Source: an optimization exercise on an open RTL-to-GDS flow (aim: small area and a short achievable clock period). Production flows keep margins and buffers that such runs may drop. In this exercise RTL edits were held to simulation tests only and were not proved equivalent to the original. Power is estimated from default activity; no workload was simulated.

==> design.v <==
module RF_ALU (input clk,
               input RegSet,
               input RegWrite,
               input [3:0] ALU_control,
               input [31:0] instr,
               input [31:0] Writedata,
               output reg [31:0] rd1,
               output reg [31:0] rd2,
               output [31:0] ALU_result,
               output Zero);
wire [4:0] rs1 = instr[19:15];
wire [4:0] rs2 = instr[24:20];
wire [4:0] rd  = instr[11:7];
reg        pend_v;
reg        pend_alu;
reg [4:0]  pend_rd;
reg [31:0] pend_wd;
reg [31:0] regs [1:31];
wire [31:0] wdata = pend_alu ? ALU_result : pend_wd;
wire [31:0] stale;         
assign stale[0] = 1'b0;
wire [32*32-1:0] rows;     
assign rows[31:0] = wdata;
genvar r, k;
generate
    for (r = 1; r < 32; r = r + 1) begin : row
        wire we   = pend_v && (pend_rd == r);
        wire hold = !we;
        wire [31:0] d;
        assign stale[r] = we;
        assign rows[32*r +: 32] = regs[r];
        for (k = 0; k < 32; k = k + 1) begin : bt
            g_ao22 wc (.a1(regs[r][k]), .a2(hold), .b1(wdata[k]), .b2(we), .y(d[k]));
        end
        always @(posedge clk) regs[r] <= d;
    end
endgenerate
function [31:0] selects(input [4:0] rs, input [31:0] stl, input pv, input [4:0] prd);
    integer j;
    begin
        selects[0] = pv && (rs == prd) && (rs != 5'd0);
        for (j = 1; j < 32; j = j + 1)
            selects[j] = (rs == j) && !stl[j];
    end
endfunction
wire [31:0] sel1 = selects(rs1, stale, pend_v, pend_rd);
wire [31:0] sel2 = selects(rs2, stale, pend_v, pend_rd);
wire [31:0] a, b;
generate
    for (k = 0; k < 32; k = k + 1) begin : rdbit
        wire [31:0] col;
        for (r = 0; r < 32; r = r + 1) begin : c
            assign col[r] = rows[32*r + k];
        end
        rf_mux32 m1 (.sel(sel1), .d(col), .q(a[k]));
        rf_mux32 m2 (.sel(sel2), .d(col), .q(b[k]));
    end
endgenerate
wire op_and   = (ALU_control == 4'b0000);
wire op_or    = (ALU_control == 4'b0001);
wire op_sub   = (ALU_control == 4'b0110);
wire op_arith = (ALU_control == 4'b0010) || op_sub;
wire [31:0] aa, g0n, t0n;
generate
    for (k = 0; k < 32; k = k + 1) begin : pg
        g_xor2  x (.a(a[k]), .b(op_sub), .y(aa[k]));
        g_nand3 g (.a(aa[k]), .b(b[k]), .c(op_arith), .y(g0n[k]));
        g_nor2  t (.a(aa[k]), .b(b[k]), .y(t0n[k]));
    end
endgenerate
reg [31:0] alu_p;    
reg [31:0] alu_g;    
reg [31:8] alu_t;    
wire l1g_1;
wire l1g_2;
wire l1t_2;
wire l1g_3;
wire l1t_3;
wire l1g_4;
wire l1t_4;
wire l1g_5;
wire l1t_5;
wire l1g_6;
wire l1t_6;
wire l1g_7;
wire l1t_7;
wire l1g_8;
wire l1t_8;
wire l1g_9;
wire l1t_9;
wire l1g_10;
wire l1t_10;
wire l1g_11;
wire l1t_11;
wire l1g_12;
wire l1t_12;
wire l1g_13;
wire l1t_13;
wire l1g_14;
wire l1t_14;
wire l1g_15;
wire l1t_15;
wire l1g_16;
wire l1t_16;
wire l1g_17;
wire l1t_17;
wire l1g_18;
wire l1t_18;
wire l1g_19;
wire l1t_19;
wire l1g_20;
wire l1t_20;
wire l1g_21;
wire l1t_21;
wire l1g_22;
wire l1t_22;
wire l1g_23;
wire l1t_23;
wire l1g_24;
wire l1t_24;
wire l1g_25;
wire l1t_25;
wire l1g_26;
wire l1t_26;
wire l1g_27;
wire l1t_27;
wire l1g_28;
wire l1t_28;
wire l1g_29;
wire l1t_29;
wire l1g_30;
wire l1t_30;
wire l1g_31;
wire l1t_31;
wire n_g0n_0;
wire l2g_2;
wire l2g_3;
wire l2g_4;
wire l2t_4;
wire l2g_5;
wire l2t_5;
wire l2g_6;
wire l2t_6;
wire l2g_7;
wire l2t_7;
wire l2g_8;
wire l2t_8;
wire l2g_9;
wire l2t_9;
wire l2g_10;
wire l2t_10;
wire l2g_11;
wire l2t_11;
wire l2g_12;
wire l2t_12;
wire l2g_13;
wire l2t_13;
wire l2g_14;
wire l2t_14;
wire l2g_15;
wire l2t_15;
wire l2g_16;
wire l2t_16;
wire l2g_17;
wire l2t_17;
wire l2g_18;
wire l2t_18;
wire l2g_19;
wire l2t_19;
wire l2g_20;
wire l2t_20;
wire l2g_21;
wire l2t_21;
wire l2g_22;
wire l2t_22;
wire l2g_23;
wire l2t_23;
wire l2g_24;
wire l2t_24;
wire l2g_25;
wire l2t_25;
wire l2g_26;
wire l2t_26;
wire l2g_27;
wire l2t_27;
wire l2g_28;
wire l2t_28;
wire l2g_29;
wire l2t_29;
wire l2g_30;
wire l2t_30;
wire l2g_31;
wire l2t_31;
wire l3g_4;
wire n_l1g_1;
wire l3g_5;
wire l3g_6;
wire l3g_7;
wire l3g_8;
wire l3t_8;
wire l3g_9;
wire l3t_9;
wire l3g_10;
wire l3t_10;
wire l3g_11;
wire l3t_11;
wire l3g_12;
wire l3t_12;
wire l3g_13;
wire l3t_13;
wire l3g_14;
wire l3t_14;
wire l3g_15;
wire l3t_15;
wire l3g_16;
wire l3t_16;
wire l3g_17;
wire l3t_17;
wire l3g_18;
wire l3t_18;
wire l3g_19;
wire l3t_19;
wire l3g_20;
wire l3t_20;
wire l3g_21;
wire l3t_21;
wire l3g_22;
wire l3t_22;
wire l3g_23;
wire l3t_23;
wire l3g_24;
wire l3t_24;
wire l3g_25;
wire l3t_25;
wire l3g_26;
wire l3t_26;
wire l3g_27;
wire l3t_27;
wire l3g_28;
wire l3t_28;
wire l3g_29;
wire l3t_29;
wire l3g_30;
wire l3t_30;
wire l3g_31;
wire l3t_31;
wire n_alu_g_0;
wire l4g_8;
wire l4g_9;
wire n_alu_g_2;
wire l4g_10;
wire n_alu_g_3;
wire l4g_11;
wire l4g_12;
wire l4g_13;
wire l4g_14;
wire l4g_15;
wire l4g_16;
wire l4t_16;
wire l4g_17;
wire l4t_17;
wire l4g_18;
wire l4t_18;
wire l4g_19;
wire l4t_19;
wire l4g_20;
wire l4t_20;
wire l4g_21;
wire l4t_21;
wire l4g_22;
wire l4t_22;
wire l4g_23;
wire l4t_23;
wire l4g_24;
wire l4t_24;
wire l4g_25;
wire l4t_25;
wire l4g_26;
wire l4t_26;
wire l4g_27;
wire l4t_27;
wire l4g_28;
wire l4t_28;
wire l4g_29;
wire l4t_29;
wire l4g_30;
wire l4t_30;
wire l4g_31;
wire l4t_31;
wire l5g_16;
wire n_alu_g_1;
wire l5g_17;
wire l5g_18;
wire l5g_19;
wire n_alu_g_4;
wire l5g_20;
wire n_alu_g_5;
wire l5g_21;
wire n_alu_g_6;
wire l5g_22;
wire n_alu_g_7;
wire l5g_23;
wire l5g_24;
wire l5g_25;
wire l5g_26;
wire l5g_27;
wire l5g_28;
wire l5g_29;
wire l5g_30;
wire l5g_31;
g_oai21 p0g1 (.a1(t0n[1]), .a2(g0n[0]), .b1(g0n[1]), .y(l1g_1));
g_oai21 p0g2 (.a1(t0n[2]), .a2(g0n[1]), .b1(g0n[2]), .y(l1g_2));
g_nor2 p0t2 (.a(t0n[2]), .b(t0n[1]), .y(l1t_2));
g_oai21 p0g3 (.a1(t0n[3]), .a2(g0n[2]), .b1(g0n[3]), .y(l1g_3));
g_nor2 p0t3 (.a(t0n[3]), .b(t0n[2]), .y(l1t_3));
g_oai21 p0g4 (.a1(t0n[4]), .a2(g0n[3]), .b1(g0n[4]), .y(l1g_4));
g_nor2 p0t4 (.a(t0n[4]), .b(t0n[3]), .y(l1t_4));
g_oai21 p0g5 (.a1(t0n[5]), .a2(g0n[4]), .b1(g0n[5]), .y(l1g_5));
g_nor2 p0t5 (.a(t0n[5]), .b(t0n[4]), .y(l1t_5));
g_oai21 p0g6 (.a1(t0n[6]), .a2(g0n[5]), .b1(g0n[6]), .y(l1g_6));
g_nor2 p0t6 (.a(t0n[6]), .b(t0n[5]), .y(l1t_6));
g_oai21 p0g7 (.a1(t0n[7]), .a2(g0n[6]), .b1(g0n[7]), .y(l1g_7));
g_nor2 p0t7 (.a(t0n[7]), .b(t0n[6]), .y(l1t_7));
g_oai21 p0g8 (.a1(t0n[8]), .a2(g0n[7]), .b1(g0n[8]), .y(l1g_8));
g_nor2 p0t8 (.a(t0n[8]), .b(t0n[7]), .y(l1t_8));
g_oai21 p0g9 (.a1(t0n[9]), .a2(g0n[8]), .b1(g0n[9]), .y(l1g_9));
g_nor2 p0t9 (.a(t0n[9]), .b(t0n[8]), .y(l1t_9));
g_oai21 p0g10 (.a1(t0n[10]), .a2(g0n[9]), .b1(g0n[10]), .y(l1g_10));
g_nor2 p0t10 (.a(t0n[10]), .b(t0n[9]), .y(l1t_10));
g_oai21 p0g11 (.a1(t0n[11]), .a2(g0n[10]), .b1(g0n[11]), .y(l1g_11));
g_nor2 p0t11 (.a(t0n[11]), .b(t0n[10]), .y(l1t_11));
g_oai21 p0g12 (.a1(t0n[12]), .a2(g0n[11]), .b1(g0n[12]), .y(l1g_12));
g_nor2 p0t12 (.a(t0n[12]), .b(t0n[11]), .y(l1t_12));
g_oai21 p0g13 (.a1(t0n[13]), .a2(g0n[12]), .b1(g0n[13]), .y(l1g_13));
g_nor2 p0t13 (.a(t0n[13]), .b(t0n[12]), .y(l1t_13));
g_oai21 p0g14 (.a1(t0n[14]), .a2(g0n[13]), .b1(g0n[14]), .y(l1g_14));
g_nor2 p0t14 (.a(t0n[14]), .b(t0n[13]), .y(l1t_14));
g_oai21 p0g15 (.a1(t0n[15]), .a2(g0n[14]), .b1(g0n[15]), .y(l1g_15));
g_nor2 p0t15 (.a(t0n[15]), .b(t0n[14]), .y(l1t_15));
g_oai21 p0g16 (.a1(t0n[16]), .a2(g0n[15]), .b1(g0n[16]), .y(l1g_16));
g_nor2 p0t16 (.a(t0n[16]), .b(t0n[15]), .y(l1t_16));
g_oai21 p0g17 (.a1(t0n[17]), .a2(g0n[16]), .b1(g0n[17]), .y(l1g_17));
g_nor2 p0t17 (.a(t0n[17]), .b(t0n[16]), .y(l1t_17));
g_oai21 p0g18 (.a1(t0n[18]), .a2(g0n[17]), .b1(g0n[18]), .y(l1g_18));
g_nor2 p0t18 (.a(t0n[18]), .b(t0n[17]), .y(l1t_18));
g_oai21 p0g19 (.a1(t0n[19]), .a2(g0n[18]), .b1(g0n[19]), .y(l1g_19));
g_nor2 p0t19 (.a(t0n[19]), .b(t0n[18]), .y(l1t_19));
g_oai21 p0g20 (.a1(t0n[20]), .a2(g0n[19]), .b1(g0n[20]), .y(l1g_20));
g_nor2 p0t20 (.a(t0n[20]), .b(t0n[19]), .y(l1t_20));
g_oai21 p0g21 (.a1(t0n[21]), .a2(g0n[20]), .b1(g0n[21]), .y(l1g_21));
g_nor2 p0t21 (.a(t0n[21]), .b(t0n[20]), .y(l1t_21));
g_oai21 p0g22 (.a1(t0n[22]), .a2(g0n[21]), .b1(g0n[22]), .y(l1g_22));
g_nor2 p0t22 (.a(t0n[22]), .b(t0n[21]), .y(l1t_22));
g_oai21 p0g23 (.a1(t0n[23]), .a2(g0n[22]), .b1(g0n[23]), .y(l1g_23));
g_nor2 p0t23 (.a(t0n[23]), .b(t0n[22]), .y(l1t_23));
g_oai21 p0g24 (.a1(t0n[24]), .a2(g0n[23]), .b1(g0n[24]), .y(l1g_24));
g_nor2 p0t24 (.a(t0n[24]), .b(t0n[23]), .y(l1t_24));
g_oai21 p0g25 (.a1(t0n[25]), .a2(g0n[24]), .b1(g0n[25]), .y(l1g_25));
g_nor2 p0t25 (.a(t0n[25]), .b(t0n[24]), .y(l1t_25));
g_oai21 p0g26 (.a1(t0n[26]), .a2(g0n[25]), .b1(g0n[26]), .y(l1g_26));
g_nor2 p0t26 (.a(t0n[26]), .b(t0n[25]), .y(l1t_26));
g_oai21 p0g27 (.a1(t0n[27]), .a2(g0n[26]), .b1(g0n[27]), .y(l1g_27));
g_nor2 p0t27 (.a(t0n[27]), .b(t0n[26]), .y(l1t_27));
g_oai21 p0g28 (.a1(t0n[28]), .a2(g0n[27]), .b1(g0n[28]), .y(l1g_28));
g_nor2 p0t28 (.a(t0n[28]), .b(t0n[27]), .y(l1t_28));
g_oai21 p0g29 (.a1(t0n[29]), .a2(g0n[28]), .b1(g0n[29]), .y(l1g_29));
g_nor2 p0t29 (.a(t0n[29]), .b(t0n[28]), .y(l1t_29));
g_oai21 p0g30 (.a1(t0n[30]), .a2(g0n[29]), .b1(g0n[30]), .y(l1g_30));
g_nor2 p0t30 (.a(t0n[30]), .b(t0n[29]), .y(l1t_30));
g_oai21 p0g31 (.a1(t0n[31]), .a2(g0n[30]), .b1(g0n[31]), .y(l1g_31));
g_nor2 p0t31 (.a(t0n[31]), .b(t0n[30]), .y(l1t_31));
g_inv i_n_g0n_0 (.a(g0n[0]), .y(n_g0n_0));
g_aoi21 p1g2 (.a1(l1t_2), .a2(n_g0n_0), .b1(l1g_2), .y(l2g_2));
g_aoi21 p1g3 (.a1(l1t_3), .a2(l1g_1), .b1(l1g_3), .y(l2g_3));
g_aoi21 p1g4 (.a1(l1t_4), .a2(l1g_2), .b1(l1g_4), .y(l2g_4));
g_nand2 p1t4 (.a(l1t_4), .b(l1t_2), .y(l2t_4));
g_aoi21 p1g5 (.a1(l1t_5), .a2(l1g_3), .b1(l1g_5), .y(l2g_5));
g_nand2 p1t5 (.a(l1t_5), .b(l1t_3), .y(l2t_5));
g_aoi21 p1g6 (.a1(l1t_6), .a2(l1g_4), .b1(l1g_6), .y(l2g_6));
g_nand2 p1t6 (.a(l1t_6), .b(l1t_4), .y(l2t_6));
g_aoi21 p1g7 (.a1(l1t_7), .a2(l1g_5), .b1(l1g_7), .y(l2g_7));
g_nand2 p1t7 (.a(l1t_7), .b(l1t_5), .y(l2t_7));
g_aoi21 p1g8 (.a1(l1t_8), .a2(l1g_6), .b1(l1g_8), .y(l2g_8));
g_nand2 p1t8 (.a(l1t_8), .b(l1t_6), .y(l2t_8));
g_aoi21 p1g9 (.a1(l1t_9), .a2(l1g_7), .b1(l1g_9), .y(l2g_9));
g_nand2 p1t9 (.a(l1t_9), .b(l1t_7), .y(l2t_9));
g_aoi21 p1g10 (.a1(l1t_10), .a2(l1g_8), .b1(l1g_10), .y(l2g_10));
g_nand2 p1t10 (.a(l1t_10), .b(l1t_8), .y(l2t_10));
g_aoi21 p1g11 (.a1(l1t_11), .a2(l1g_9), .b1(l1g_11), .y(l2g_11));
g_nand2 p1t11 (.a(l1t_11), .b(l1t_9), .y(l2t_11));
g_aoi21 p1g12 (.a1(l1t_12), .a2(l1g_10), .b1(l1g_12), .y(l2g_12));
g_nand2 p1t12 (.a(l1t_12), .b(l1t_10), .y(l2t_12));
g_aoi21 p1g13 (.a1(l1t_13), .a2(l1g_11), .b1(l1g_13), .y(l2g_13));
g_nand2 p1t13 (.a(l1t_13), .b(l1t_11), .y(l2t_13));
g_aoi21 p1g14 (.a1(l1t_14), .a2(l1g_12), .b1(l1g_14), .y(l2g_14));
g_nand2 p1t14 (.a(l1t_14), .b(l1t_12), .y(l2t_14));
g_aoi21 p1g15 (.a1(l1t_15), .a2(l1g_13), .b1(l1g_15), .y(l2g_15));
g_nand2 p1t15 (.a(l1t_15), .b(l1t_13), .y(l2t_15));
g_aoi21 p1g16 (.a1(l1t_16), .a2(l1g_14), .b1(l1g_16), .y(l2g_16));
g_nand2 p1t16 (.a(l1t_16), .b(l1t_14), .y(l2t_16));
g_aoi21 p1g17 (.a1(l1t_17), .a2(l1g_15), .b1(l1g_17), .y(l2g_17));
g_nand2 p1t17 (.a(l1t_17), .b(l1t_15), .y(l2t_17));
g_aoi21 p1g18 (.a1(l1t_18), .a2(l1g_16), .b1(l1g_18), .y(l2g_18));
g_nand2 p1t18 (.a(l1t_18), .b(l1t_16), .y(l2t_18));
g_aoi21 p1g19 (.a1(l1t_19), .a2(l1g_17), .b1(l1g_19), .y(l2g_19));
g_nand2 p1t19 (.a(l1t_19), .b(l1t_17), .y(l2t_19));
g_aoi21 p1g20 (.a1(l1t_20), .a2(l1g_18), .b1(l1g_20), .y(l2g_20));
g_nand2 p1t20 (.a(l1t_20), .b(l1t_18), .y(l2t_20));
g_aoi21 p1g21 (.a1(l1t_21), .a2(l1g_19), .b1(l1g_21), .y(l2g_21));
g_nand2 p1t21 (.a(l1t_21), .b(l1t_19), .y(l2t_21));
g_aoi21 p1g22 (.a1(l1t_22), .a2(l1g_20), .b1(l1g_22), .y(l2g_22));
g_nand2 p1t22 (.a(l1t_22), .b(l1t_20), .y(l2t_22));
g_aoi21 p1g23 (.a1(l1t_23), .a2(l1g_21), .b1(l1g_23), .y(l2g_23));
g_nand2 p1t23 (.a(l1t_23), .b(l1t_21), .y(l2t_23));
g_aoi21 p1g24 (.a1(l1t_24), .a2(l1g_22), .b1(l1g_24), .y(l2g_24));
g_nand2 p1t24 (.a(l1t_24), .b(l1t_22), .y(l2t_24));
g_aoi21 p1g25 (.a1(l1t_25), .a2(l1g_23), .b1(l1g_25), .y(l2g_25));
g_nand2 p1t25 (.a(l1t_25), .b(l1t_23), .y(l2t_25));
g_aoi21 p1g26 (.a1(l1t_26), .a2(l1g_24), .b1(l1g_26), .y(l2g_26));
g_nand2 p1t26 (.a(l1t_26), .b(l1t_24), .y(l2t_26));
g_aoi21 p1g27 (.a1(l1t_27), .a2(l1g_25), .b1(l1g_27), .y(l2g_27));
g_nand2 p1t27 (.a(l1t_27), .b(l1t_25), .y(l2t_27));
g_aoi21 p1g28 (.a1(l1t_28), .a2(l1g_26), .b1(l1g_28), .y(l2g_28));
g_nand2 p1t28 (.a(l1t_28), .b(l1t_26), .y(l2t_28));
g_aoi21 p1g29 (.a1(l1t_29), .a2(l1g_27), .b1(l1g_29), .y(l2g_29));
g_nand2 p1t29 (.a(l1t_29), .b(l1t_27), .y(l2t_29));
g_aoi21 p1g30 (.a1(l1t_30), .a2(l1g_28), .b1(l1g_30), .y(l2g_30));
g_nand2 p1t30 (.a(l1t_30), .b(l1t_28), .y(l2t_30));
g_aoi21 p1g31 (.a1(l1t_31), .a2(l1g_29), .b1(l1g_31), .y(l2g_31));
g_nand2 p1t31 (.a(l1t_31), .b(l1t_29), .y(l2t_31));
g_oai21 p2g4 (.a1(l2t_4), .a2(g0n[0]), .b1(l2g_4), .y(l3g_4));
g_inv i_n_l1g_1 (.a(l1g_1), .y(n_l1g_1));
g_oai21 p2g5 (.a1(l2t_5), .a2(n_l1g_1), .b1(l2g_5), .y(l3g_5));
g_oai21 p2g6 (.a1(l2t_6), .a2(l2g_2), .b1(l2g_6), .y(l3g_6));
g_oai21 p2g7 (.a1(l2t_7), .a2(l2g_3), .b1(l2g_7), .y(l3g_7));
g_oai21 p2g8 (.a1(l2t_8), .a2(l2g_4), .b1(l2g_8), .y(l3g_8));
g_nor2 p2t8 (.a(l2t_8), .b(l2t_4), .y(l3t_8));
g_oai21 p2g9 (.a1(l2t_9), .a2(l2g_5), .b1(l2g_9), .y(l3g_9));
g_nor2 p2t9 (.a(l2t_9), .b(l2t_5), .y(l3t_9));
g_oai21 p2g10 (.a1(l2t_10), .a2(l2g_6), .b1(l2g_10), .y(l3g_10));
g_nor2 p2t10 (.a(l2t_10), .b(l2t_6), .y(l3t_10));
g_oai21 p2g11 (.a1(l2t_11), .a2(l2g_7), .b1(l2g_11), .y(l3g_11));
g_nor2 p2t11 (.a(l2t_11), .b(l2t_7), .y(l3t_11));
g_oai21 p2g12 (.a1(l2t_12), .a2(l2g_8), .b1(l2g_12), .y(l3g_12));
g_nor2 p2t12 (.a(l2t_12), .b(l2t_8), .y(l3t_12));
g_oai21 p2g13 (.a1(l2t_13), .a2(l2g_9), .b1(l2g_13), .y(l3g_13));
g_nor2 p2t13 (.a(l2t_13), .b(l2t_9), .y(l3t_13));
g_oai21 p2g14 (.a1(l2t_14), .a2(l2g_10), .b1(l2g_14), .y(l3g_14));
g_nor2 p2t14 (.a(l2t_14), .b(l2t_10), .y(l3t_14));
g_oai21 p2g15 (.a1(l2t_15), .a2(l2g_11), .b1(l2g_15), .y(l3g_15));
g_nor2 p2t15 (.a(l2t_15), .b(l2t_11), .y(l3t_15));
g_oai21 p2g16 (.a1(l2t_16), .a2(l2g_12), .b1(l2g_16), .y(l3g_16));
g_nor2 p2t16 (.a(l2t_16), .b(l2t_12), .y(l3t_16));
g_oai21 p2g17 (.a1(l2t_17), .a2(l2g_13), .b1(l2g_17), .y(l3g_17));
g_nor2 p2t17 (.a(l2t_17), .b(l2t_13), .y(l3t_17));
g_oai21 p2g18 (.a1(l2t_18), .a2(l2g_14), .b1(l2g_18), .y(l3g_18));
g_nor2 p2t18 (.a(l2t_18), .b(l2t_14), .y(l3t_18));
g_oai21 p2g19 (.a1(l2t_19), .a2(l2g_15), .b1(l2g_19), .y(l3g_19));
g_nor2 p2t19 (.a(l2t_19), .b(l2t_15), .y(l3t_19));
g_oai21 p2g20 (.a1(l2t_20), .a2(l2g_16), .b1(l2g_20), .y(l3g_20));
g_nor2 p2t20 (.a(l2t_20), .b(l2t_16), .y(l3t_20));
g_oai21 p2g21 (.a1(l2t_21), .a2(l2g_17), .b1(l2g_21), .y(l3g_21));
g_nor2 p2t21 (.a(l2t_21), .b(l2t_17), .y(l3t_21));
g_oai21 p2g22 (.a1(l2t_22), .a2(l2g_18), .b1(l2g_22), .y(l3g_22));
g_nor2 p2t22 (.a(l2t_22), .b(l2t_18), .y(l3t_22));
g_oai21 p2g23 (.a1(l2t_23), .a2(l2g_19), .b1(l2g_23), .y(l3g_23));
g_nor2 p2t23 (.a(l2t_23), .b(l2t_19), .y(l3t_23));
g_oai21 p2g24 (.a1(l2t_24), .a2(l2g_20), .b1(l2g_24), .y(l3g_24));
g_nor2 p2t24 (.a(l2t_24), .b(l2t_20), .y(l3t_24));
g_oai21 p2g25 (.a1(l2t_25), .a2(l2g_21), .b1(l2g_25), .y(l3g_25));
g_nor2 p2t25 (.a(l2t_25), .b(l2t_21), .y(l3t_25));
g_oai21 p2g26 (.a1(l2t_26), .a2(l2g_22), .b1(l2g_26), .y(l3g_26));
g_nor2 p2t26 (.a(l2t_26), .b(l2t_22), .y(l3t_26));
g_oai21 p2g27 (.a1(l2t_27), .a2(l2g_23), .b1(l2g_27), .y(l3g_27));
g_nor2 p2t27 (.a(l2t_27), .b(l2t_23), .y(l3t_27));
g_oai21 p2g28 (.a1(l2t_28), .a2(l2g_24), .b1(l2g_28), .y(l3g_28));
g_nor2 p2t28 (.a(l2t_28), .b(l2t_24), .y(l3t_28));
g_oai21 p2g29 (.a1(l2t_29), .a2(l2g_25), .b1(l2g_29), .y(l3g_29));
g_nor2 p2t29 (.a(l2t_29), .b(l2t_25), .y(l3t_29));
g_oai21 p2g30 (.a1(l2t_30), .a2(l2g_26), .b1(l2g_30), .y(l3g_30));
g_nor2 p2t30 (.a(l2t_30), .b(l2t_26), .y(l3t_30));
g_oai21 p2g31 (.a1(l2t_31), .a2(l2g_27), .b1(l2g_31), .y(l3g_31));
g_nor2 p2t31 (.a(l2t_31), .b(l2t_27), .y(l3t_31));
g_inv i_n_alu_g_0 (.a(alu_g[0]), .y(n_alu_g_0));
g_aoi21 p3g8 (.a1(alu_t[8]), .a2(n_alu_g_0), .b1(alu_g[8]), .y(l4g_8));
g_aoi21 p3g9 (.a1(alu_t[9]), .a2(alu_g[1]), .b1(alu_g[9]), .y(l4g_9));
g_inv i_n_alu_g_2 (.a(alu_g[2]), .y(n_alu_g_2));
g_aoi21 p3g10 (.a1(alu_t[10]), .a2(n_alu_g_2), .b1(alu_g[10]), .y(l4g_10));
g_inv i_n_alu_g_3 (.a(alu_g[3]), .y(n_alu_g_3));
g_aoi21 p3g11 (.a1(alu_t[11]), .a2(n_alu_g_3), .b1(alu_g[11]), .y(l4g_11));
g_aoi21 p3g12 (.a1(alu_t[12]), .a2(alu_g[4]), .b1(alu_g[12]), .y(l4g_12));
g_aoi21 p3g13 (.a1(alu_t[13]), .a2(alu_g[5]), .b1(alu_g[13]), .y(l4g_13));
g_aoi21 p3g14 (.a1(alu_t[14]), .a2(alu_g[6]), .b1(alu_g[14]), .y(l4g_14));
g_aoi21 p3g15 (.a1(alu_t[15]), .a2(alu_g[7]), .b1(alu_g[15]), .y(l4g_15));
g_aoi21 p3g16 (.a1(alu_t[16]), .a2(alu_g[8]), .b1(alu_g[16]), .y(l4g_16));
g_nand2 p3t16 (.a(alu_t[16]), .b(alu_t[8]), .y(l4t_16));
g_aoi21 p3g17 (.a1(alu_t[17]), .a2(alu_g[9]), .b1(alu_g[17]), .y(l4g_17));
g_nand2 p3t17 (.a(alu_t[17]), .b(alu_t[9]), .y(l4t_17));
g_aoi21 p3g18 (.a1(alu_t[18]), .a2(alu_g[10]), .b1(alu_g[18]), .y(l4g_18));
g_nand2 p3t18 (.a(alu_t[18]), .b(alu_t[10]), .y(l4t_18));
g_aoi21 p3g19 (.a1(alu_t[19]), .a2(alu_g[11]), .b1(alu_g[19]), .y(l4g_19));
g_nand2 p3t19 (.a(alu_t[19]), .b(alu_t[11]), .y(l4t_19));
g_aoi21 p3g20 (.a1(alu_t[20]), .a2(alu_g[12]), .b1(alu_g[20]), .y(l4g_20));
g_nand2 p3t20 (.a(alu_t[20]), .b(alu_t[12]), .y(l4t_20));
g_aoi21 p3g21 (.a1(alu_t[21]), .a2(alu_g[13]), .b1(alu_g[21]), .y(l4g_21));
g_nand2 p3t21 (.a(alu_t[21]), .b(alu_t[13]), .y(l4t_21));
g_aoi21 p3g22 (.a1(alu_t[22]), .a2(alu_g[14]), .b1(alu_g[22]), .y(l4g_22));
g_nand2 p3t22 (.a(alu_t[22]), .b(alu_t[14]), .y(l4t_22));
g_aoi21 p3g23 (.a1(alu_t[23]), .a2(alu_g[15]), .b1(alu_g[23]), .y(l4g_23));
g_nand2 p3t23 (.a(alu_t[23]), .b(alu_t[15]), .y(l4t_23));
g_aoi21 p3g24 (.a1(alu_t[24]), .a2(alu_g[16]), .b1(alu_g[24]), .y(l4g_24));
g_nand2 p3t24 (.a(alu_t[24]), .b(alu_t[16]), .y(l4t_24));
g_aoi21 p3g25 (.a1(alu_t[25]), .a2(alu_g[17]), .b1(alu_g[25]), .y(l4g_25));
g_nand2 p3t25 (.a(alu_t[25]), .b(alu_t[17]), .y(l4t_25));
g_aoi21 p3g26 (.a1(alu_t[26]), .a2(alu_g[18]), .b1(alu_g[26]), .y(l4g_26));
g_nand2 p3t26 (.a(alu_t[26]), .b(alu_t[18]), .y(l4t_26));
g_aoi21 p3g27 (.a1(alu_t[27]), .a2(alu_g[19]), .b1(alu_g[27]), .y(l4g_27));
g_nand2 p3t27 (.a(alu_t[27]), .b(alu_t[19]), .y(l4t_27));
g_aoi21 p3g28 (.a1(alu_t[28]), .a2(alu_g[20]), .b1(alu_g[28]), .y(l4g_28));
g_nand2 p3t28 (.a(alu_t[28]), .b(alu_t[20]), .y(l4t_28));
g_aoi21 p3g29 (.a1(alu_t[29]), .a2(alu_g[21]), .b1(alu_g[29]), .y(l4g_29));
g_nand2 p3t29 (.a(alu_t[29]), .b(alu_t[21]), .y(l4t_29));
g_aoi21 p3g30 (.a1(alu_t[30]), .a2(alu_g[22]), .b1(alu_g[30]), .y(l4g_30));
g_nand2 p3t30 (.a(alu_t[30]), .b(alu_t[22]), .y(l4t_30));
g_aoi21 p3g31 (.a1(alu_t[31]), .a2(alu_g[23]), .b1(alu_g[31]), .y(l4g_31));
g_nand2 p3t31 (.a(alu_t[31]), .b(alu_t[23]), .y(l4t_31));
g_oai21 p4g16 (.a1(l4t_16), .a2(alu_g[0]), .b1(l4g_16), .y(l5g_16));
g_inv i_n_alu_g_1 (.a(alu_g[1]), .y(n_alu_g_1));
g_oai21 p4g17 (.a1(l4t_17), .a2(n_alu_g_1), .b1(l4g_17), .y(l5g_17));
g_oai21 p4g18 (.a1(l4t_18), .a2(alu_g[2]), .b1(l4g_18), .y(l5g_18));
g_oai21 p4g19 (.a1(l4t_19), .a2(alu_g[3]), .b1(l4g_19), .y(l5g_19));
g_inv i_n_alu_g_4 (.a(alu_g[4]), .y(n_alu_g_4));
g_oai21 p4g20 (.a1(l4t_20), .a2(n_alu_g_4), .b1(l4g_20), .y(l5g_20));
g_inv i_n_alu_g_5 (.a(alu_g[5]), .y(n_alu_g_5));
g_oai21 p4g21 (.a1(l4t_21), .a2(n_alu_g_5), .b1(l4g_21), .y(l5g_21));
g_inv i_n_alu_g_6 (.a(alu_g[6]), .y(n_alu_g_6));
g_oai21 p4g22 (.a1(l4t_22), .a2(n_alu_g_6), .b1(l4g_22), .y(l5g_22));
g_inv i_n_alu_g_7 (.a(alu_g[7]), .y(n_alu_g_7));
g_oai21 p4g23 (.a1(l4t_23), .a2(n_alu_g_7), .b1(l4g_23), .y(l5g_23));
g_oai21 p4g24 (.a1(l4t_24), .a2(l4g_8), .b1(l4g_24), .y(l5g_24));
g_oai21 p4g25 (.a1(l4t_25), .a2(l4g_9), .b1(l4g_25), .y(l5g_25));
g_oai21 p4g26 (.a1(l4t_26), .a2(l4g_10), .b1(l4g_26), .y(l5g_26));
g_oai21 p4g27 (.a1(l4t_27), .a2(l4g_11), .b1(l4g_27), .y(l5g_27));
g_oai21 p4g28 (.a1(l4t_28), .a2(l4g_12), .b1(l4g_28), .y(l5g_28));
g_oai21 p4g29 (.a1(l4t_29), .a2(l4g_13), .b1(l4g_29), .y(l5g_29));
g_oai21 p4g30 (.a1(l4t_30), .a2(l4g_14), .b1(l4g_30), .y(l5g_30));
g_oai21 p4g31 (.a1(l4t_31), .a2(l4g_15), .b1(l4g_31), .y(l5g_31));
assign Zero = (rd1 == rd2);
assign ALU_result[0] = alu_p[0];
g_xnor2 s1 (.a(alu_p[1]), .b(alu_g[0]), .y(ALU_result[1]));
g_xor2 s2 (.a(alu_p[2]), .b(alu_g[1]), .y(ALU_result[2]));
g_xnor2 s3 (.a(alu_p[3]), .b(alu_g[2]), .y(ALU_result[3]));
g_xnor2 s4 (.a(alu_p[4]), .b(alu_g[3]), .y(ALU_result[4]));
g_xor2 s5 (.a(alu_p[5]), .b(alu_g[4]), .y(ALU_result[5]));
g_xor2 s6 (.a(alu_p[6]), .b(alu_g[5]), .y(ALU_result[6]));
g_xor2 s7 (.a(alu_p[7]), .b(alu_g[6]), .y(ALU_result[7]));
g_xor2 s8 (.a(alu_p[8]), .b(alu_g[7]), .y(ALU_result[8]));
g_xnor2 s9 (.a(alu_p[9]), .b(l4g_8), .y(ALU_result[9]));
g_xnor2 s10 (.a(alu_p[10]), .b(l4g_9), .y(ALU_result[10]));
g_xnor2 s11 (.a(alu_p[11]), .b(l4g_10), .y(ALU_result[11]));
g_xnor2 s12 (.a(alu_p[12]), .b(l4g_11), .y(ALU_result[12]));
g_xnor2 s13 (.a(alu_p[13]), .b(l4g_12), .y(ALU_result[13]));
g_xnor2 s14 (.a(alu_p[14]), .b(l4g_13), .y(ALU_result[14]));
g_xnor2 s15 (.a(alu_p[15]), .b(l4g_14), .y(ALU_result[15]));
g_xnor2 s16 (.a(alu_p[16]), .b(l4g_15), .y(ALU_result[16]));
g_xor2 s17 (.a(alu_p[17]), .b(l5g_16), .y(ALU_result[17]));
g_xor2 s18 (.a(alu_p[18]), .b(l5g_17), .y(ALU_result[18]));
g_xor2 s19 (.a(alu_p[19]), .b(l5g_18), .y(ALU_result[19]));
g_xor2 s20 (.a(alu_p[20]), .b(l5g_19), .y(ALU_result[20]));
g_xor2 s21 (.a(alu_p[21]), .b(l5g_20), .y(ALU_result[21]));
g_xor2 s22 (.a(alu_p[22]), .b(l5g_21), .y(ALU_result[22]));
g_xor2 s23 (.a(alu_p[23]), .b(l5g_22), .y(ALU_result[23]));
g_xor2 s24 (.a(alu_p[24]), .b(l5g_23), .y(ALU_result[24]));
g_xor2 s25 (.a(alu_p[25]), .b(l5g_24), .y(ALU_result[25]));
g_xor2 s26 (.a(alu_p[26]), .b(l5g_25), .y(ALU_result[26]));
g_xor2 s27 (.a(alu_p[27]), .b(l5g_26), .y(ALU_result[27]));
g_xor2 s28 (.a(alu_p[28]), .b(l5g_27), .y(ALU_result[28]));
g_xor2 s29 (.a(alu_p[29]), .b(l5g_28), .y(ALU_result[29]));
g_xor2 s30 (.a(alu_p[30]), .b(l5g_29), .y(ALU_result[30]));
g_xor2 s31 (.a(alu_p[31]), .b(l5g_30), .y(ALU_result[31]));
always @(posedge clk) begin
    rd1 <= a;
    rd2 <= b;
    alu_p <= op_arith ? (a ^ b) : op_and ? (a & b) : op_or ? (a | b) : ALU_result;
    alu_g[0] <= g0n[0];
    alu_g[1] <= l1g_1;
    alu_g[2] <= l2g_2;
    alu_g[3] <= l2g_3;
    alu_g[4] <= l3g_4;
    alu_g[5] <= l3g_5;
    alu_g[6] <= l3g_6;
    alu_g[7] <= l3g_7;
    alu_g[8] <= l3g_8;
    alu_g[9] <= l3g_9;
    alu_g[10] <= l3g_10;
    alu_g[11] <= l3g_11;
    alu_g[12] <= l3g_12;
    alu_g[13] <= l3g_13;
    alu_g[14] <= l3g_14;
    alu_g[15] <= l3g_15;
    alu_g[16] <= l3g_16;
    alu_g[17] <= l3g_17;
    alu_g[18] <= l3g_18;
    alu_g[19] <= l3g_19;
    alu_g[20] <= l3g_20;
    alu_g[21] <= l3g_21;
    alu_g[22] <= l3g_22;
    alu_g[23] <= l3g_23;
    alu_g[24] <= l3g_24;
    alu_g[25] <= l3g_25;
    alu_g[26] <= l3g_26;
    alu_g[27] <= l3g_27;
    alu_g[28] <= l3g_28;
    alu_g[29] <= l3g_29;
    alu_g[30] <= l3g_30;
    alu_g[31] <= l3g_31;
    alu_t[8] <= l3t_8;
    alu_t[9] <= l3t_9;
    alu_t[10] <= l3t_10;
    alu_t[11] <= l3t_11;
    alu_t[12] <= l3t_12;
    alu_t[13] <= l3t_13;
    alu_t[14] <= l3t_14;
    alu_t[15] <= l3t_15;
    alu_t[16] <= l3t_16;
    alu_t[17] <= l3t_17;
    alu_t[18] <= l3t_18;
    alu_t[19] <= l3t_19;
    alu_t[20] <= l3t_20;
    alu_t[21] <= l3t_21;
    alu_t[22] <= l3t_22;
    alu_t[23] <= l3t_23;
    alu_t[24] <= l3t_24;
    alu_t[25] <= l3t_25;
    alu_t[26] <= l3t_26;
    alu_t[27] <= l3t_27;
    alu_t[28] <= l3t_28;
    alu_t[29] <= l3t_29;
    alu_t[30] <= l3t_30;
    alu_t[31] <= l3t_31;
    pend_v   <= (RegWrite || RegSet) && (rd != 5'd0);
    pend_alu <= RegWrite;
    pend_rd  <= rd;
    pend_wd  <= Writedata;
end
endmodule
module rf_mux32 (input [31:0] sel, input [31:0] d, output q);
wire [3:0] u;
wire [1:0] v;
genvar j;
generate
    for (j = 0; j < 4; j = j + 1) begin : l1
        rf_mux8 x (.sel(sel[8*j +: 8]), .d(d[8*j +: 8]), .y(u[j]));
    end
endgenerate
g_nor2 v0 (.a(u[0]), .b(u[1]), .y(v[0]));
g_nor2 v1 (.a(u[2]), .b(u[3]), .y(v[1]));
g_nand2 o (.a(v[0]), .b(v[1]), .y(q));
endmodule
module rf_mux8 (input [7:0] sel, input [7:0] d, output y);
assign y = |(sel & d);
endmodule
module g_ao22 (input a1, input a2, input b1, input b2, output y);
assign y = (a1 & a2) | (b1 & b2);
endmodule
module g_aoi21 (input a1, input a2, input b1, output y);
assign y = ~((a1 & a2) | b1);
endmodule
module g_oai21 (input a1, input a2, input b1, output y);
assign y = ~((a1 | a2) & b1);
endmodule
module g_nand4 (input a, input b, input c, input d, output y);
assign y = ~(a & b & c & d);
endmodule
module g_nand3 (input a, input b, input c, output y);
assign y = ~(a & b & c);
endmodule
module g_nand2 (input a, input b, output y);
assign y = ~(a & b);
endmodule
module g_nor2 (input a, input b, output y);
assign y = ~(a | b);
endmodule
module g_xor2 (input a, input b, output y);
assign y = a ^ b;
endmodule
module g_inv (input a, output y);
assign y = ~a;
endmodule
module g_xnor2 (input a, input b, output y);
assign y = ~(a ^ b);
endmodule
==> run.sh <==
#!/bin/bash
# synth_recipe.tcl (not shown) runs the flow's synth.tcl, then flattens the netlist and writes it again
# the make line also repeats each setting of config.mk as NAME=value (left out here)
make -C /OpenROAD-flow-scripts/flow DESIGN_CONFIG=/design/flow/config.mk WORK_HOME=/design/flow/orfs CLKGATE_MAP_FILE= SYNTH_SCRIPT=/design/flow/synth_recipe.tcl finish
==> config.mk <==
export PLATFORM = sky130hd
export DESIGN_NAME = RF_ALU
export DESIGN_NICKNAME = RF_ALU
export VERILOG_FILES = /design/flow/design.v
export SDC_FILE = /design/flow/constraint.sdc
export NUM_CORES = 8
export LEC_CHECK = 0
export CAP_MARGIN = 20
export CORE_MARGIN = 2
export CORE_UTILIZATION = 60
export SETUP_SLACK_MARGIN = 5
export SLEW_MARGIN = 20
export SYNTH_HIERARCHICAL = 1
==> constraint.sdc <==
create_clock -name core_clock -period 9.0 [get_ports {clk}]
set_input_delay 1.8000 -clock core_clock [delete_from_list [all_inputs] [get_ports {clk}]]
set_output_delay 1.8000 -clock core_clock [all_outputs]
set_load 0.01 [all_outputs]
==> impl_metrics.py, run 1 <==
metrics = {
    "floorplanning": {
        "die_x_um": 288,
        "num_rows": 104,
        "coreArea_mm2": 0.0800,
        "start_util_pct": 60.3,
        "die-area_mm2": 0.0827,
        "io_pins": 168,
        "die-height_um": 288,
    },
    "worst_setup_path": {
        "crit_fanout": 15,
        "path_cells": "buf_8 > nand3b_1 > buf_4 > nor4_4 > buf_6 > buf_12 > a22oi_1 > nand4_1 > nor2_4 > nand2_2 > xor2_1 > nand3_2 > o21ai_2 > a21oi_2 > o21ai_1",
        "crit-reg2reg-capture": "alu_g[14]$_DFF_P_",
        "required_ps": 9630,
        "crit_path_max_incr_delay_ps": 460,
        "worst_path_max_delay_cell": "nand4_1",
        "worstSetupStartpoint": "instr[18]",
        "ff2ff_path_depth": 14,
        "cp-start-kind": "input port",
        "crit_type": "input port to flop",
        "critPathCaptureType": "flop",
        "arrival_ps": 4790,
        "r2r_start": "pend_rd[1]$_DFF_P_",
        "endpoint": "alu_g[14]$_DFF_P_",
        "reg2reg_slack_ps": 4930,
    },
    "timing": {
        "hold_violations": 0,
        "worst_slack_ps": 4840,
        "min_period_ps": 4160,
        "post-route-period-util_pct": 46.2,
        "slew_headroom_pct": 21.7,
        "setup_viol": 0,
        "worst_pin_slew_ps": 1180,
        "timing.fmax_mhz": 241,
        "rsz0062_at_grt": "yes",
        "skew_ps": 25.7,
        "tns_ps": 0,
        "timing.final.max_slew_violations": 0,
    },
    "job": {
        "maxCapViolCount": 0,
    },
    "power": {
        "leakage_nw": 22.3,
        "irDropWorstVdd_uv": 203,
        "power_density_mw_per_mm2": 292,
    },
    "logic_synthesis": {
        "yosysTopAreaCell": "dfxtp_1",
        "synthTopCellsByArea": "dfxtp_1 (49%), a22o_1 (18%), a22oi_1 (16%)",
        "syn_inst": 4621,
        "muxShareOfSynthArea_pct": 0.767,
        "synth_edf_count": 1,
        "ys_seq_area_share_pct": 49.0,
        "syn_nets": 4756,
        "netlist.area_leader.share_pct": 48.9,
        "synth_compound_area_share_pct": 36.7,
        "synth_top_family_by_area": "compound AO/OA/AOI/OAI gates",
        "avgSynthCellArea_um2": 10.4,
        "synthAdderAreaFrac_pct": 1.66,
        "synthSimpleGateAreaFrac_pct": 8.76,
        "ys_types": 35,
        "ys.flop_type": "dfxtp_1",
        "synth_xor_area_share_pct": 1.85,
        "ys_async_sr_fraction_pct": 0,
        "ys_seq_elements": 1181,
        "netlist_area_mm2": 0.0483,
        "yosysWarningCount": 9,
    },
    "drt": {
        "viasPerCell": 7.74,
        "drt_iter0_drc": 8564,
        "drc": 0,
        "ant_nets": 0,
        "wl_um": 215000,
        "wl_per_cell_um": 34.5,
        "vias": 48200,
        "drt-pass1-iter-count": 10,
    },
    "cts": {
        "cts_max_level": 3,
        "cts_root_buf": "clkbuf_16",
        "clockBufferDepth": 3,
        "clock-sinks": 1181,
        "cts_buffers": 121,
        "path_clk_slew_ps": 60,
        "postCtsHoldBufs": 0,
        "cts_tree": "built",
        "insertion_delay_ps": 720,
    },
    "placement": {
        "gp_congestion": 1.02,
        "dp_worst_setup_slack_ps": 2850,
        "dp.cells": 5955,
        "dp_hpwl_um": 122000,
        "dpl_cell_area_mm2": 0.0530,
        "port-buffer-count": 150,
    },
    "global_routing": {
        "grt_usage_pct": 48.7,
        "antenna_found_initial": 2,
        "grt_first_pass_wirelength_um": 298000,
        "grt_pass1_vias": 44000,
        "grt_overflow": 0,
        "grt_max_degree": 66,
    },
    "layout": {
        "final_cells": 6224,
        "regArea_mm2": 0.0237,
        "n_fill_cell": 5705,
        "multi_input_area_mm2": 0.0264,
        "layout-drive-gt1-share_pct": 18.4,
        "area_growth_pct": 24.0,
        "post-route-util_pct": 74.8,
        "finalInstanceArea_mm2": 0.0599,
        "final_nets": 5197,
    },
    "status": {
        "status": "timing/DRC/antenna clean",
    },
    "worst_hold_path": {
        "min_path_type": "flop to flop",
    },
}
[report_power, final]
| group | internal [mW] | switching [mW] |
|---|---|---|
| clock | 3.36 | 2.20 |
| sequential | 6.61 | 1.10 |
| combinational | 1.83 | 2.38 |
[sequential cells by signal, summed over array words and instances, names as in the netlist, 5 cells and up]
signal   count
alu_g       31
alu_p       32
alu_t       23
pend_rd      5
pend_wd     32
rd1         32
rd2         32
regs       992
[metrics by stage]
step                      hold WS [ps]  total power [mW]
final                              511              17.5
after global routing               523              17.9
after floorplan                    478              9.78
after detailed placement           495              11.4
after CTS                          509              17.0
after global placement             488              11.3
[cell usage in the layout (no fill, tap or decap), types with 10 or more instances in the layout]
master           count
a21oi_1             64
a21oi_2             48
a22o_1             992
a22oi_1           1014
a22oi_2             10
buf_4              125
buf_6               58
buf_8               15
bufinv_16           24
clkbuf_1            20
clkbuf_16          124
clkbuf_8            27
clkdlybuf4s50_1    122
clkinv_2            24
dfxtp_1           1170
ha_1                56
inv_1              106
mux2_2              32
nand2_1             86
nand2_2             42
nand2_4             15
nand2b_1            50
nand3_1             23
nand3_2             16
nand4_1            259
nor2_1              88
nor2_2              78
nor2_4              96
nor3_2              49
nor4_2              11
o21ai_0             16
o21ai_1             40
o21ai_2             32
xnor2_1             15
xor2_1              53
xor2_2              23
[timing repair]
action,4_1_cts,5_1_grt
hold endpoints to repair,0,0
cloned,0,6
setup endpoints to repair,171,95
buffers inserted,24,14
pin swaps,66,103
gates resized for setup,337,240
[synth_stat cells, drive strengths merged, types with 3 or more instances]
| library cell | count |
|---|---|
| dfxtp | 1180 |
| a22oi | 1024 |
| a22o | 992 |
| nor2 | 262 |
| nand4 | 259 |
| nand2 | 143 |
| a21oi | 116 |
| inv | 107 |
| o21ai | 96 |
| xor2 | 83 |
| ha | 64 |
| nand2b | 56 |
| nor3 | 52 |
| nand3 | 39 |
| mux2 | 32 |
| nor4 | 24 |
| clkbuf | 22 |
| buf | 19 |
| xnor2 | 19 |
| a211oi | 9 |
| or2 | 7 |
| nand3b | 4 |
| nor2b | 4 |
| or3 | 3 |
[worst min path at each step]
stage	start	endpoint	depth (start not counted)
5_1_grt	regs[6][27]$_DFF_P_	regs[6][27]$_DFF_P_	1
3_3_place_gp	regs[13][15]$_DFF_P_	regs[13][15]$_DFF_P_	1
3_5_place_dp	regs[9][8]$_DFF_P_	regs[9][8]$_DFF_P_	1
4_1_cts	regs[19][24]$_DFF_P_	regs[19][24]$_DFF_P_	1
2_1_floorplan	regs[10][0]$_DFF_P_	regs[10][0]$_DFF_P_	1
6_report	regs[1][17]$_DFF_P_	regs[1][17]$_DFF_P_	1
[cell type report]
cell class                 count  share of cell area [%]
clock buffer                 165                    5.75
sequential                  1181                    39.5
tap                         1060                    2.22
antenna                        2                 0.00836
inverter                     107                   0.671
clock inverter                58                    1.59
timing repair buffer         359                    6.12
multi-input combinational   3292                    44.1
[metal layers]
metal | share of wire, % | global-route usage, % | vias up
li1 | - | - | 19800
met1 | 36 | 62.4 | 23300
met2 | 39 | 66.1 | 4253
met3 | 17 | 22.6 | 791
met4 | 7.5 | 29.7 | 6
met5 | 0.095 | 0.640 | -
[Yosys stat by module (local to each module, per instance), excerpt]
| module | cell area (µm²) | copies in the design |
|---|---|---|
| g_nor2 | 3.75 | 210 |
| g_inv | 3.75 | 10 |
| g_nand2 | 3.75 | 106 |
| g_xnor2 | 8.76 | 11 |
| RF_ALU | 27500 | 1 |
| g_oai21 | 5.00 | 72 |
| g_nand3 | 5.00 | 31 |
| g_ao22 | 8.76 | 992 |
| g_xor2 | 8.76 | 51 |
| g_aoi21 | 8.76 | 52 |
| rf_mux8 | 36.3 | 256 |
[worst max-delay path: cells and delay by family]
kind            cells  cell delay (ps)
xor+xnor            1              300
simple gates        6             1410
buf+inv             4              600
compound gates      4              640
[cells by family after synthesis]
| family | after synthesis |
|---|---|
| compound gates | 2238 |
| flops | 1181 |
| simple gates | 855 |
| buf+inv | 148 |
| xor+xnor | 102 |
| fa+ha+maj | 64 |
| mux | 33 |
==> inputs of run 2 (changes only) <==
--- a/config.mk
+++ b/config.mk
@@ -7,7 +7,9 @@
 export LEC_CHECK = 0
 export CAP_MARGIN = 20
 export CORE_MARGIN = 2
-export CORE_UTILIZATION = 60
+export CORE_UTILIZATION = 40
+export CTS_CLUSTER_DIAMETER = 100
+export CTS_CLUSTER_SIZE = 30
 export SETUP_SLACK_MARGIN = 5
 export SLEW_MARGIN = 20
 export SYNTH_HIERARCHICAL = 1
==> impl_metrics.py, run 2 <==
metrics = {
    "status": {
        "status": "timing/DRC/antenna clean",
    },
    "drt": {
        "wl_um": 224000,
        "wl_per_cell_um": 33.8,
        "drt-pass1-iter-count": 13,
        "viasPerCell": 7.02,
        "drt_iter0_drc": 7316,
        "drc": 0,
        "vias": 46500,
        "ant_nets": 0,
    },
    "logic_synthesis": {
        "yosysMostFrequentCell": "dfxtp_1",
        "ys.flop_type": "dfxtp_1",
        "netlist_area_mm2": 0.0483,
        "yosysTopAreaCell": "dfxtp_1",
        "netlist.area_leader.share_pct": 48.9,
        "ys_seq_elements": 1181,
        "syn_nets": 4756,
        "synthTopCellsByArea": "dfxtp_1 (49%), a22o_1 (18%), a22oi_1 (16%)",
        "ys_async_sr_fraction_pct": 0,
        "ys_seq_area_share_pct": 49.0,
        "synth_edf_count": 1,
        "syn_inst": 4621,
        "avgSynthCellArea_um2": 10.4,
        "ys_types": 35,
        "synth_common_cells": "dfxtp_1 (1180), a22oi_1 (1024), a22o_1 (992), nor2_1 (262), nand4_1 (259)",
        "yosysWarningCount": 9,
    },
    "timing": {
        "post-route-period-util_pct": 45.4,
        "skew_ps": 41.7,
        "min_period_ps": 4090,
        "worst_pin_slew_ps": 1160,
        "timing.final.max_slew_violations": 0,
        "timing.fmax_mhz": 245,
        "hold_violations": 0,
        "tns_ps": 0,
        "rsz0062_at_grt": "yes",
        "setup_viol": 0,
        "slew_headroom_pct": 22.5,
    },
    "cts": {
        "postCtsHoldBufs": 0,
        "insertion_delay_ps": 710,
        "cts_tree": "built",
        "cts_root_buf": "clkbuf_16",
        "clockBufferDepth": 3,
        "clock-sinks": 1181,
        "cts_max_level": 2,
        "path_clk_slew_ps": 110,
        "cts_buffers": 46,
    },
    "global_routing": {
        "grt_usage_pct": 34.3,
        "busiest_layer": "met2",
        "antenna_found_initial": 5,
        "grt_pass1_vias": 42100,
        "grt_first_pass_wirelength_um": 310000,
        "grt_max_degree": 66,
        "grtUsageMet3_pct": 10.5,
        "grt_use_met2_pct": 50.3,
        "gr-usage-met1_pct": 45.6,
        "grt_overflow": 0,
    },
    "floorplanning": {
        "io_pins": 168,
        "die-area_mm2": 0.123,
        "coreArea_mm2": 0.120,
        "die_x_um": 351,
        "start_util_pct": 40.3,
        "die-height_um": 351,
        "num_rows": 127,
    },
    "worst_setup_path": {
        "required_ps": 9630,
        "critPathCaptureType": "flop",
        "crit_fanout": 16,
        "cp-start-kind": "input port",
        "crit_type": "input port to flop",
        "arrival_ps": 4720,
    },
    "layout": {
        "multi_input_area_mm2": 0.0268,
        "n_fill_cell": 11100,
        "layout_common_cells": "dfxtp_1 (1163), a22oi_1 (1007), a22o_1 (992), nand4_1 (259), buf_4 (134)",
        "final_nets": 5139,
        "largest_register": "regs",
        "area_growth_pct": 20.3,
        "regArea_mm2": 0.0237,
        "layout-drive-gt1-share_pct": 17.0,
        "largest_reg_flops": 992,
        "layout_commonest_cell": "dfxtp_1",
        "final_cells": 6629,
    },
    "job": {
        "maxCapViolCount": 0,
    },
    "power": {
        "irDropWorstVdd_uv": 145,
        "leakage_nw": 20.9,
        "power_density_mw_per_mm2": 254,
    },
    "placement": {
        "dp.cells": 6498,
        "port-buffer-count": 150,
        "dp_hpwl_um": 132000,
        "gp_congestion": 0.984,
    },
    "worst_hold_path": {
        "min_path_type": "flop to flop",
    },
}
-- run 2: area by class of cell --
cell class / count / share of cell area [%]
multi-input cells: 3293 / 46.1
flip-flops and latches: 1181 / 40.8
repair buffers: 375 / 6.66
well taps: 1612 / 3.48
clock buffers: 51 / 2.05
inverters: 107 / 0.696
clock inverters: 8 / 0.201
diodes: 2 / 0.00862
-- run 2: stage by stage --
step	total power, mW	util [%]	hold slack, ps	setup WS, ps	cell area [µm²]
floorplan	9.78	-	478	2940	48500
global placement	11.4	44.7	489	2520	53600
detailed placement	11.5	44.7	495	2680	53600
CTS	14.4	47.3	521	4970	56700
global route	15.2	48.4	536	4850	58000
finish	14.7	48.4	522	4910	58000
-- run 2: worst max-delay path: stages --
cell and delay (ps):
buf_8 140, nand3b_1 140, buf_6 150, nor4_4 60, bufbuf_16 320, a22oi_1 180, nand4_1 420, nor2_4 420
nand2_4 170, xor2_1 230, nand3_1 170, o21ai_2 260, a21oi_2 100, o21ai_1 140
-- run 2: report_power, final --
group | total (mW) | switching (mW) | internal [mW] | leakage [nW]
registers | 7.67 | 1.08 | 6.59 | 9.80
clock network | 2.75 | 1.73 | 1.03 | 0.641
logic | 4.29 | 2.43 | 1.87 | 10.5
-- run 2: path summary, 6_finish.rpt --
path                                     startpoint  cells past startpoint             endpoint  slack (ps)
worst max-delay path                      instr[18]                     14    alu_g[21]$_DFF_P_        4910
worst min-delay path            regs[22][1]$_DFF_P_                      1  regs[22][1]$_DFF_P_         520
worst max register to register   pend_rd[4]$_DFF_P_                     16    alu_g[30]$_DFF_P_        4960
worst min register to register  regs[22][1]$_DFF_P_                      1  regs[22][1]$_DFF_P_         520
-- run 2: kinds of logic after synthesis --
kind of cell | count (synthesis) | synth area share (%)
compound gates | 2238 | 36.7
xor+xnor | 102 | 1.85
fa+ha+maj | 64 | 1.66
buf+inv | 148 | 1.21
flops | 1181 | 49.0
mux | 33 | 0.767
simple gates | 855 | 8.76
-- run 2: layer usage --
metal | wire length [µm] | share of wire (%) | vias to the layer above
met4 | 13300 | 5.9 | 4
met1 | 87700 | 39 | 23200
met5 | 34 | 0.015 | -
li1 | - | - | 19600
met3 | 29300 | 13 | 493
met2 | 93900 | 42 | 3201
-- run 2: per-module statistics from Yosys, one instance, submodules excluded, a selection --
module | cells inside | area, µm² | times used | flip-flops and latches
g_nand2 | 1 | 3.75 | 106 | 0
g_ao22 | 1 | 8.76 | 992 | 0
g_inv | 1 | 3.75 | 10 | 0
g_nand3 | 1 | 5.00 | 31 | 0
g_oai21 | 1 | 5.00 | 72 | 0
g_nor2 | 1 | 3.75 | 210 | 0
RF_ALU | 1806 | 27500 | 1 | 1181
g_xor2 | 1 | 8.76 | 51 | 0
g_xnor2 | 1 | 8.76 | 11 | 0
g_aoi21 | 1 | 8.76 | 52 | 0
rf_mux8 | 5 | 36.3 | 256 | 0
-- run 2: repair_timing --
action                                  CTS  global route
hold endpoints to repair                  0             0
gates cloned                              3             7
pin swaps                               117           138
endpoints found under the setup margin  173            90
gates resized for setup                 432           244
setup buffers                            32            28
==> inputs of run 3 (changes only) <==
--- a/config.mk
+++ b/config.mk
@@ -8,8 +8,8 @@
 export CAP_MARGIN = 20
 export CORE_MARGIN = 2
 export CORE_UTILIZATION = 40
-export CTS_CLUSTER_DIAMETER = 100
-export CTS_CLUSTER_SIZE = 30
+export CTS_BUF_LIST = sky130_fd_sc_hd__clkbuf_8
+export CTS_CLUSTER_SIZE = 20
 export SETUP_SLACK_MARGIN = 5
 export SLEW_MARGIN = 20
 export SYNTH_HIERARCHICAL = 1
==> impl_metrics.py, run 3 <==
metrics = {
    "drt": {
        "wl_per_cell_um": 32.7,
        "drt_iter0_drc": 7252,
        "drt-pass1-iter-count": 7,
        "ant_nets": 0,
        "vias": 47400,
        "wl_um": 226000,
        "viasPerCell": 6.88,
        "drc": 0,
    },
    "logic_synthesis": {
        "ys_seq_elements": 1181,
        "synth_common_cells": "dfxtp_1 (1180), a22oi_1 (1024), a22o_1 (992), nor2_1 (262), nand4_1 (259)",
        "ys.flop_type": "dfxtp_1",
        "avgSynthCellArea_um2": 10.4,
        "netlist.area_leader.share_pct": 48.9,
        "syn_nets": 4756,
        "ys_types": 35,
        "ys_seq_area_share_pct": 49.0,
        "synth_edf_count": 1,
        "synthTopCellsByArea": "dfxtp_1 (49%), a22o_1 (18%), a22oi_1 (16%)",
        "yosysTopAreaCell": "dfxtp_1",
        "yosysMostFrequentCell": "dfxtp_1",
        "ys_async_sr_fraction_pct": 0,
        "syn_inst": 4621,
        "netlist_area_mm2": 0.0483,
        "yosysWarningCount": 9,
    },
    "global_routing": {
        "grt_pass1_vias": 43800,
        "gr-usage-met1_pct": 44.6,
        "grt_use_met2_pct": 49.5,
        "grt_first_pass_wirelength_um": 313000,
        "grt_usage_pct": 34.8,
        "grtUsageMet3_pct": 13.0,
        "antenna_found_initial": 11,
        "busiest_layer": "met2",
        "grt_overflow": 0,
        "grt_max_degree": 66,
    },
    "floorplanning": {
        "die-area_mm2": 0.123,
        "start_util_pct": 40.3,
        "die-height_um": 351,
        "die_x_um": 351,
        "io_pins": 168,
        "num_rows": 127,
        "coreArea_mm2": 0.120,
    },
    "timing": {
        "slew_headroom_pct": 11.7,
        "rsz0062_at_grt": "yes",
        "setup_viol": 0,
        "timing.fmax_mhz": 238,
        "hold_violations": 0,
        "worst_pin_slew_ps": 1320,
        "post-route-period-util_pct": 46.7,
        "skew_ps": 49.5,
        "tns_ps": 0,
        "min_period_ps": 4200,
        "timing.final.max_slew_violations": 0,
    },
    "layout": {
        "layout_common_cells": "dfxtp_1 (1160), a22oi_1 (1021), a22o_1 (992), nand4_1 (259), clkbuf_8 (257)",
        "area_growth_pct": 24.4,
        "largest_reg_flops": 992,
        "n_fill_cell": 10900,
        "largest_register": "regs",
        "layout-drive-gt1-share_pct": 19.3,
        "layout_commonest_cell": "dfxtp_1",
        "regArea_mm2": 0.0237,
        "multi_input_area_mm2": 0.0263,
        "final_nets": 5261,
    },
    "placement": {
        "gp_congestion": 0.984,
        "dp_hpwl_um": 132000,
        "port-buffer-count": 150,
    },
    "cts": {
        "cts_max_level": 4,
        "cts_tree": "built",
        "cts_root_buf": "clkbuf_8",
        "clockBufferDepth": 3,
        "clock-sinks": 1181,
        "cts_buffers": 195,
        "insertion_delay_ps": 950,
        "path_clk_slew_ps": 60,
    },
    "power": {
        "intPower_mw": 11.1,
        "p_comb_share_pct": 24.8,
        "power_density_mw_per_mm2": 281,
        "p_total_mw": 16.9,
        "leakage_nw": 22.4,
        "p_sw_mw": 5.76,
        "irDropWorstVdd_uv": 131,
        "switching_share_pct": 34.1,
        "seqPwrFrac_pct": 45.6,
        "p_clk_share_pct": 29.7,
    },
    "worst_setup_path": {
        "cp-start-kind": "flop",
        "critPathCaptureType": "primary output",
        "endpoint": "Zero",
        "reg2reg_slack_ps": 4970,
        "ff2ff_path_depth": 15,
        "r2r_start": "pend_v$_DFF_P_",
        "crit_fanout": 2,
        "arrival_ps": 2400,
        "worstSetupStartpoint": "rd1[25]$_DFF_P_",
        "crit_type": "flop to primary output",
        "required_ps": 7200,
        "crit-reg2reg-capture": "alu_g[25]$_DFF_P_",
    },
    "worst_hold_path": {
        "min_path_type": "flop to flop",
    },
    "status": {
        "status": "timing/DRC/antenna clean",
    },
    "job": {
        "maxCapViolCount": 0,
    },
}
run 3: worst min path at each step:
stage                         startpoint                    to  slack [ps]  depth (start not counted)
finish              regs[25][25]$_DFF_P_  regs[25][25]$_DFF_P_         510                          1
global route         regs[25][0]$_DFF_P_   regs[25][0]$_DFF_P_         520                          1
CTS                 regs[21][22]$_DFF_P_  regs[21][22]$_DFF_P_         510                          1
detailed placement   regs[11][8]$_DFF_P_   regs[11][8]$_DFF_P_         490                          1
global placement    regs[21][22]$_DFF_P_  regs[21][22]$_DFF_P_         490                          1
floorplan            regs[10][0]$_DFF_P_   regs[10][0]$_DFF_P_         480                          1
run 3: power by group through the flow:
stage	combinational [mW]	clock, mW	sequential, mW
6_report	4.18	5.00	7.70
5_1_grt	4.34	5.27	7.83
4_1_cts	3.97	5.03	7.63
3_5_place_dp	3.81	0	7.70
3_3_place_gp	3.74	0	7.65
2_1_floorplan	2.29	0	7.49
run 3: what timing repair did:
item                                    CTS  global route
endpoints found under the setup margin  182            98
setup buffers                            28            11
pin swaps                                91            79
hold buffers                              0             0
resized for setup                       413           164
gates cloned                              1             3
run 3: per-stage QoR:
stage	worst slack (ps)	instances	instance area [µm²]	utilization, %	hold slack (ps)
after floorplan	2940	4621	48500	-	478
after global placement	2520	6497	53600	44.7	489
after detailed placement	2680	6498	53600	44.7	495
after CTS	4730	6875	59300	49.5	508
after global routing	4740	6891	60000	50.1	520
final	4800	6891	60000	50.1	510
run 3: layer usage:
layer  wire [µm]  part of all wire (%)
met5         287                  0.13
met4       14200                   6.3
met3       30300                    13
met2       93400                    41
met1       87300                    39
run 3: cell families (layout without fill, tap and decap cells):
logic type | after synthesis | in the layout | share of synthesized area, %
adders and majority gates | 64 | 64 | 1.66
AOI/OAI and AO/OA | 2238 | 2238 | 36.7
other | 0 | 2 | 0
DFF | 1181 | 1181 | 49.0
and+or+nand+nor | 855 | 856 | 8.76
muxes | 33 | 33 | 0.767
buffers and inverters | 148 | 803 | 1.21
xor gates and xnor gates | 102 | 102 | 1.85
run 3: critical path, cell delays in order, from the launching register on:
cell and delay (ps):
dfxtp_1 380, xor2_1 640, nor4_1 150, nand4_1 110, nor2_1 60, buf_2 140
run 3: final cells by class:
type | instances | area share (%)
inverter | 107 | 0.673
multi-input combinational | 3293 | 43.9
clock inverter | 94 | 1.03
clock buffer | 254 | 5.82
tap | 1612 | 3.36
sequential | 1181 | 39.5
antenna | 2 | 0.00834
timing repair buffer | 348 | 5.72
run 3: per-module statistics from Yosys (local to each module, per instance), excerpt:
module   cell area (µm²)  times used  flops+latches
g_ao22              8.76         992              0
g_aoi21             8.76          52              0
g_inv               3.75          10              0
g_nand2             3.75         106              0
g_nand3             5.00          31              0
g_nor2              3.75         210              0
g_xnor2             8.76          11              0
g_xor2              8.76          51              0
rf_mux8             36.3         256              0

-- port drivers added, routing unchanged --
Ports are ideal in the flow. The routed layouts listed here were re-timed in OpenROAD.
Step 1: set_driving_cell puts a clkbuf_16 on clk and a buf_2 on each other input, an assumption about the parent block.
Step 2 adds t to the input delays and takes it off the output delays; t is the mean of the earliest and latest rising clock arrival at the registers after step 1. Input paths then give back, and output paths get back, about the clock's delay inside the block.
Three values: ideal ports, drivers, drivers and shift; two values: the first two.
run	shift t [ns]	slack for setup (ns)	worst register clock-pin slew, ns
run 1	0.786	4.845 / 4.799 / 4.013	0.07 / 0.07
run 2	0.764	4.914 / 4.819 / 4.055	0.12 / 0.12
run 3	1.005	4.798 / 4.723 / 3.890	0.08 / 0.08
After both steps every run listed still meets setup and hold. For run 3, which loses most, drivers alone change the setup slack by -0.075 ns; drivers and shift together by -0.908 ns.
